Background: an optimization exercise with open tools, aiming at small area, a short achievable clock period and few clock cycles per item. Do not read the settings as production practice.
In this exercise RTL edits were held to simulation tests only and were not proved equivalent to the original.
Power is estimated from default activity; no workload was simulated.

## v6
Design rram_ternary_cim, start of the top module:
module rram_ternary_cim #(
    parameter ROWS = 16,
    parameter COLS = 16,
    parameter TRIT_WIDTH = 2     
)(
    input  wire                        clk,
    input  wire                        rst_n,
    input  wire [$clog2(ROWS)-1:0]     wr_row,
    input  wire [$clog2(COLS)-1:0]     wr_col,
    input  wire [TRIT_WIDTH-1:0]       wr_data,    
    input  wire                        wr_en,
    input  wire [ROWS*TRIT_WIDTH-1:0]  input_vector,   
    input  wire                        mac_start,
    output wire [COLS*8-1:0]           mac_result,     
    output reg                         mac_done,
    input  wire [$clog2(ROWS)-1:0]     rd_row,
    input  wire [$clog2(COLS)-1:0]     rd_col,
    output wire [TRIT_WIDTH-1:0]       rd_data
);
    reg  [ROWS*COLS*TRIT_WIDTH-1:0] xbar;
    reg  [ROWS-1:0] row_vld;
    wire [ROWS-1:0] row_n;      
    wire [COLS-1:0] col_n;      
    wire [COLS*TRIT_WIDTH-1:0] col_wd;
    cim_wdec u_wdec (.wr_en(wr_en), .wr_row(wr_row), .wr_col(wr_col), .wr_data(wr_data),
                     .row_vld(row_vld), .row_n(row_n), .col_n(col_n), .col_wd(col_wd));
    genvar gr, gc;
    generate
        for (gr = 0; gr < ROWS; gr = gr + 1) begin : g_wrow
            for (gc = 0; gc < COLS; gc = gc + 1) begin : g_wcell
                always @(posedge clk)
                    if (~(row_n[gr] | col_n[gc]))
                        xbar[(gr*COLS+gc)*2 +: 2] <= col_wd[gc*2 +: 2];
            end
        end
    endgenerate
    always @(posedge clk or negedge rst_n) begin
        if (!rst_n)
            row_vld <= {ROWS{1'b0}};
        else if (wr_en)
            row_vld[wr_row] <= 1'b1;
    end
    cim_rmux u_rmux (.xbar(xbar), .row_vld(row_vld), .rd_row(rd_row), .rd_col(rd_col),
                     .rd_data(rd_data));
    wire [ROWS-1:0] xp, xn;
    generate
        for (gr = 0; gr < ROWS; gr = gr + 1) begin : g_x
            assign xp[gr] = input_vector[2*gr] & ~input_vector[2*gr+1] & row_vld[gr];
            assign xn[gr] = input_vector[2*gr+1] & ~input_vector[2*gr] & row_vld[gr];
        end
        for (gc = 0; gc < COLS; gc = gc + 1) begin : g_res
            wire [ROWS*2-1:0] cv;
            wire [5:0] sum;
            for (gr = 0; gr < ROWS; gr = gr + 1) begin : g_cv
                assign cv[gr*2 +: 2] = xbar[(gr*COLS+gc)*2 +: 2];
            end
  ...
==> module cim_rmux, before the edit <==
module cim_rmux (
    input  wire [511:0] xbar,
    input  wire [15:0]  row_vld,
    input  wire [3:0]   rd_row,
    input  wire [3:0]   rd_col,
    output wire [1:0]   rd_data
);
    wire [15:0] rh = 16'd1 << rd_row;
    wire vsel = |(rh & row_vld);
    wire [15:0] ch = (16'd1 << rd_col) & {16{vsel}};
    genvar c, b, r, h;
    generate
        for (b = 0; b < 2; b = b + 1) begin : g_b
            wire [31:0] hv;                  
            for (c = 0; c < 16; c = c + 1) begin : g_c
                wire [15:0] d;
                for (r = 0; r < 16; r = r + 1) begin : g_r
                    assign d[r] = xbar[(r*16+c)*2+b];
                end
                cim_ao8 u_lo (.s(rh[7:0]), .d(d[7:0]), .y(hv[2*c]));
                cim_ao8 u_hi (.s(rh[15:8]), .d(d[15:8]), .y(hv[2*c+1]));
            end
            wire [3:0] qv;                   
            for (h = 0; h < 4; h = h + 1) begin : g_q
                cim_ao8 u_q (.s({ch[4*h+3], ch[4*h+3], ch[4*h+2], ch[4*h+2],
                                 ch[4*h+1], ch[4*h+1], ch[4*h], ch[4*h]}),
                             .d(hv[8*h +: 8]), .y(qv[h]));
            end
            cim_or4 u_o (.a(qv), .y(rd_data[b]));
        end
    endgenerate
endmodule
==> module cim_or4, before the edit <==
module cim_or4 (input wire [3:0] a, output wire y);
    wire n0, n1;
    cim_nor2 u_n0 (.a(a[0]), .b(a[1]), .y(n0));
    cim_nor2 u_n1 (.a(a[2]), .b(a[3]), .y(n1));
    cim_nand2 u_y (.a(n0), .b(n1), .y(y));
endmodule
==> module cim_nand2, before the edit <==
module cim_nand2 (input wire a, input wire b, output wire y);
    assign y = ~(a & b);
endmodule
Settings: LEC_CHECK=0, CAP_MARGIN=20, CORE_MARGIN=2, CORE_UTILIZATION=40, CTS_BUF_LIST=sky130_fd_sc_hd__clkbuf_8, SETUP_SLACK_MARGIN=3.8, SLEW_MARGIN=20, SYNTH_HIERARCHICAL=1, SYNTH_MINIMUM_KEEP_SIZE=0; clock period 10.0 ns.
standard.sh (not shown) runs the stock make flow with config.mk's settings and CLKGATE_MAP_FILE= SYNTH_SCRIPT=/design/flow/synth_recipe.tcl, a recipe that flattens the netlist after the stock synthesis.
==> flow/flow/run.sh <==
#!/bin/bash
# Layout flow: the standard ORFS flow (standard.sh, all steps), except
# that the port buffers are sky130_fd_sc_hd__buf_2 instead of the buffer
# that buffer_ports picks on its own (a slow delay buffer).
set -e
export BUFFER_PORTS_ARGS="-buffer_cell sky130_fd_sc_hd__buf_2"
bash standard.sh > standard.log 2>&1
Testbench counts of v6, summed over its fixed seeds: cycles 1,568, macs 1,536.
Setup changes, v6 to v7
diff --git a/flow/design.v b/flow/design.v
--- a/flow/design.v
+++ b/flow/design.v
@@ -100,10 +100,14 @@
     input  wire [3:0]   rd_col,
     output wire [1:0]   rd_data
 );
     wire [15:0] rh = 16'd1 << rd_row;
-    wire vsel = |(rh & row_vld);
-    wire [15:0] ch = (16'd1 << rd_col) & {16{vsel}};
+    wire [15:0] ch = 16'd1 << rd_col;
+    wire [1:0] vh;
+    wire vsel_n;
+    cim_ao8 u_v0 (.s(rh[7:0]), .d(row_vld[7:0]), .y(vh[0]));
+    cim_ao8 u_v1 (.s(rh[15:8]), .d(row_vld[15:8]), .y(vh[1]));
+    cim_nor2 u_vn (.a(vh[0]), .b(vh[1]), .y(vsel_n));
     genvar c, b, r, h;
     generate
         for (b = 0; b < 2; b = b + 1) begin : g_b
             wire [31:0] hv;                  
@@ -120,26 +124,23 @@
                 cim_ao8 u_q (.s({ch[4*h+3], ch[4*h+3], ch[4*h+2], ch[4*h+2],
                                  ch[4*h+1], ch[4*h+1], ch[4*h], ch[4*h]}),
                              .d(hv[8*h +: 8]), .y(qv[h]));
             end
-            cim_or4 u_o (.a(qv), .y(rd_data[b]));
+            wire [1:0] on;
+            cim_nor2 u_n0 (.a(qv[0]), .b(qv[1]), .y(on[0]));
+            cim_nor2 u_n1 (.a(qv[2]), .b(qv[3]), .y(on[1]));
+            cim_a21oi u_o (.a1(on[0]), .a2(on[1]), .b1(vsel_n), .y(rd_data[b]));
         end
     endgenerate
 endmodule
 module cim_ao8 (input wire [7:0] s, input wire [7:0] d, output wire y);
     assign y = |(s & d);
 endmodule
-module cim_or4 (input wire [3:0] a, output wire y);
-    wire n0, n1;
-    cim_nor2 u_n0 (.a(a[0]), .b(a[1]), .y(n0));
-    cim_nor2 u_n1 (.a(a[2]), .b(a[3]), .y(n1));
-    cim_nand2 u_y (.a(n0), .b(n1), .y(y));
+module cim_a21oi (input wire a1, input wire a2, input wire b1, output wire y);
+    assign y = ~((a1 & a2) | b1);
 endmodule
 module cim_nor2 (input wire a, input wire b, output wire y);
     assign y = ~(a | b);
-endmodule
-module cim_nand2 (input wire a, input wire b, output wire y);
-    assign y = ~(a & b);
 endmodule
 module cim_col (
     input  wire [15:0] xp,
     input  wire [15:0] xn,
[summary]
Worst setup slack: v7 and v6 compared, lower one is v6. Against v6, v7 comes in 1.0% lower on global-route wire length before repair. Re combinational group share of total power: v7 and v6 aren't equal, and the lower value belongs to v6. On data arrival time of the critical path: v7 sits below v6. Per the comparison of v7 with v6, internal power contribution now smaller; clock skew now smaller; number of non-clock buffers in the layout now smaller; height of the die comparable; total met3 wirelength after detailed routing now larger. Power spent charging and discharging nets: v7 vs v6 down 0.031 mW. Post-synthesis mux area share across v7 and v6: no real change.
Testbench counts of v7, summed over its fixed seeds: cycles 1,568, macs 1,536.

afterwards: timing with drivers on the ports:
No port has a modelled driver above. Below, the same layouts with a new extraction and two added sets of constraints. Step 1, drivers: a clkbuf_16 drives clk and a buf_2 each remaining input, both assumed. Step 2 times the ports against the registers' clock, not the clock port: input delays grow and output delays shrink by t, the midpoint of the rising clock arrivals with the driver on. Three values: ideal ports, drivers, drivers and shift; two values: the first two.
run	shift t [ns]	setup slack, ns	worst register clock-pin slew, ns	worst slew at a driven data input, ns	cell pins on the clock port's net
v6	0.828	3.682 / 3.540 / 3.515	0.07 / 0.07	0.16	1
v7	0.794	3.710 / 3.660 / 3.547	0.07 / 0.07	0.12	1
After both steps every run listed still meets setup and hold. For v6, which loses most, drivers alone change the setup slack by -0.142 ns; drivers and shift together by -0.167 ns.
